Background: an optimization exercise with open tools, aiming at small area and a short achievable clock period. Do not read the settings as production practice. Only simulation tests tie the RTL to the original design; equivalence was not proved. Power and IR drop assume default switching activity.

Setup of alpha:
## TNS_dec_33
module TNS_dec_33(
    input wire clk,
    input wire rst_n,
    input wire [32:0] codein,
    output reg [30 - 1 : 0] dataout
    );
    wire [29:0] sum;
    wire ci2;
    wire ci3;
    wire ci4;
    wire ci6;
    wire ci7;
    wire ci8;
    wire ci9;
    wire ci10;
    wire ci12;
    wire ci13;
    wire ci14;
    wire ci15;
    wire ci16;
    wire ci17;
    wire ci18;
    wire ci19;
    wire ci20;
    wire ci21;
    wire ci22;
    wire ci23;
    wire ci24;
    wire ci25;
    wire ci26;
    wire ci27;
    wire ci28;
    wire ci29;
    wire ci30;
    wire ci31;
    wire ci32;
    wire s1, c2;
    wire s3, c4;
    wire s5, c6;
    wire s7, c8;
    wire s9, c10;
    wire s11, c12;
    wire s13, c14;
    wire s15, c16;
    wire s17, c18;
    wire s19, c20;
    wire s21, c22;
    wire s23, c24;
    wire s25, c26;
    wire s27, c28;
    wire s29, c30;
    wire s31, c32;
    wire s33, c34;
    wire s35, c36;
    wire s37, c38;
    wire s39, c40;
    wire s41, c42;
    wire s43, c44;
    wire s45, c46;
    wire s47, c48;
    wire s49, c50;
    wire s51, c52;
    wire s53, c54;
    wire s55, c56;
    wire s57, c58;
    wire s59, c60;
    wire s61, c62;
    wire s63, c64;
    wire s65, c66;
    wire s67, c68;
    wire s69, c70;
    wire s71, c72;
    wire s73, c74;
    wire s75, c76;
    wire s77, c78;
    wire s79, c80;
    wire s81, c82;
    wire s83, c84;
    wire s85, c86;
    wire s87, c88;
    wire s89, c90;
    wire s91, c92;
    wire s93, c94;
    wire s95, c96;
    wire s97, c98;
    wire s99, c100;
    wire s101, c102;
    wire s103, c104;
    wire s105, c106;
    wire s107, c108;
    wire s109, c110;
    wire s111, c112;
    wire s113, c114;
    wire s115, c116;
    wire s117, c118;
    wire s119, c120;
    wire s121, c122;
    wire s123, c124;
    wire s125, c126;
    wire s127, c128;
    wire s129, c130;
    wire s131, c132;
    wire s133, c134;
    wire s135, c136;
  ...
clock: 12.0 ns
lec_check: 0
abc_area: 1
cap_margin: 20
core_margin: 2
core_utilization: 40
slew_margin: 20
synth_hierarchical: 1
synth_minimum_keep_size: 0
standard.sh (not shown) runs the stock make flow with config.mk's settings and CLKGATE_MAP_FILE= SYNTH_SCRIPT=/design/flow/synth_recipe.tcl, a recipe that flattens the netlist after the stock synthesis.
==> flow/flow/run.sh <==
#!/bin/bash
# Standard ORFS layout with these changes: ports get plain buffers instead of
# the resizer's default pick (a delay cell), resized before detailed placement
# (buf_4 on inputs, buf_1 on outputs); CTS uses small clock buffers without
# dummy loads.
set -euo pipefail
cd "$(dirname "$0")/.."
export BUFFER_PORTS_ARGS="-buffer_cell sky130_fd_sc_hd__buf_2"
export PRE_DETAIL_PLACE_TCL="$PWD/flow/bufsize.tcl"
export CTS_ARGS="-sink_clustering_enable -repair_clock_nets -dont_use_dummy_load -buf_list {sky130_fd_sc_hd__clkbuf_4 sky130_fd_sc_hd__clkbuf_8}"
bash standard.sh > flow_standard.log 2>&1
==> flow/flow/bufsize.tcl <==
# Resize the port buffers: inputs feed many full adders, outputs only a pad load.
foreach inst [get_cells input*] {
  if {[get_property [get_lib_cells -of_objects $inst] name] == "sky130_fd_sc_hd__buf_2"} {
    replace_cell $inst sky130_fd_sc_hd__buf_4
  }
}
foreach inst [get_cells output*] {
  if {[get_property [get_lib_cells -of_objects $inst] name] == "sky130_fd_sc_hd__buf_2"} {
    replace_cell $inst sky130_fd_sc_hd__buf_1
  }
}
alpha: no failed stages, no open violations at the end
#### Input delta (beta over alpha)
==> flow/flow/run.sh <==
#!/bin/bash
# Standard ORFS layout with two changes: ports get buf_2 buffers instead of
# the resizer's default pick (a delay cell), and CTS uses small clock
# buffers without dummy loads.
set -euo pipefail
cd "$(dirname "$0")/.."
export BUFFER_PORTS_ARGS="-buffer_cell sky130_fd_sc_hd__buf_2"
export CTS_ARGS="-sink_clustering_enable -repair_clock_nets -dont_use_dummy_load -buf_list {sky130_fd_sc_hd__clkbuf_4 sky130_fd_sc_hd__clkbuf_8}"
bash standard.sh > flow_standard.log 2>&1
removed: flow/flow/bufsize.tcl
Notes after the runs:
- beta finished end to end and its layout was clean on timing, DRC and antenna.
- Looking at stage delay of the slowest cell on the critical path, beta sits 0.04 ns lower than alpha does.
- Design area (lower): beta
- Post-layout utilization of the core in beta vs alpha: down 0.38 points
- Fill cell total of the finished layout (beta vs. alpha) decreases slightly
- Re critical path depth: alpha and beta aren't equal, and the lower value belongs to alpha.
- Status: total via count in the routed design parity (alpha, beta)
- Routed wire in beta totals less than in alpha.
- Changes observed in beta relative to alpha: power shows an increase of about 0.6%, initial standard-cell utilization of the core about even.

[what the ideal ports hide]
Ports are ideal in the flow. The routed layouts listed here were re-timed in OpenROAD.
Step 1, drivers: a clkbuf_16 drives clk and a buf_2 each remaining input, both assumed.
Step 2 also shifts input and output timing later by t, the mid clock arrival at the registers, as if the neighbouring blocks saw the same clock.
Three values: ideal ports, drivers, drivers and shift; two values: the first two.
run	t, ns	setup WS [ns]	hold slack, ns	worst register clock-pin slew, ns	worst data-port slew with drivers (ns)
alpha	0.337	4.827 / 4.840 / 4.503	2.024 / 2.016 / 2.353	0.07 / 0.07	0.04
beta	0.326	4.771 / 4.779 / 4.453	2.155 / 2.146 / 2.472	0.07 / 0.07	0.04
After both steps setup and hold are still met in every run listed. The setup slack of alpha, which loses most, moves by +0.013 ns with the drivers and by -0.324 ns with both steps.
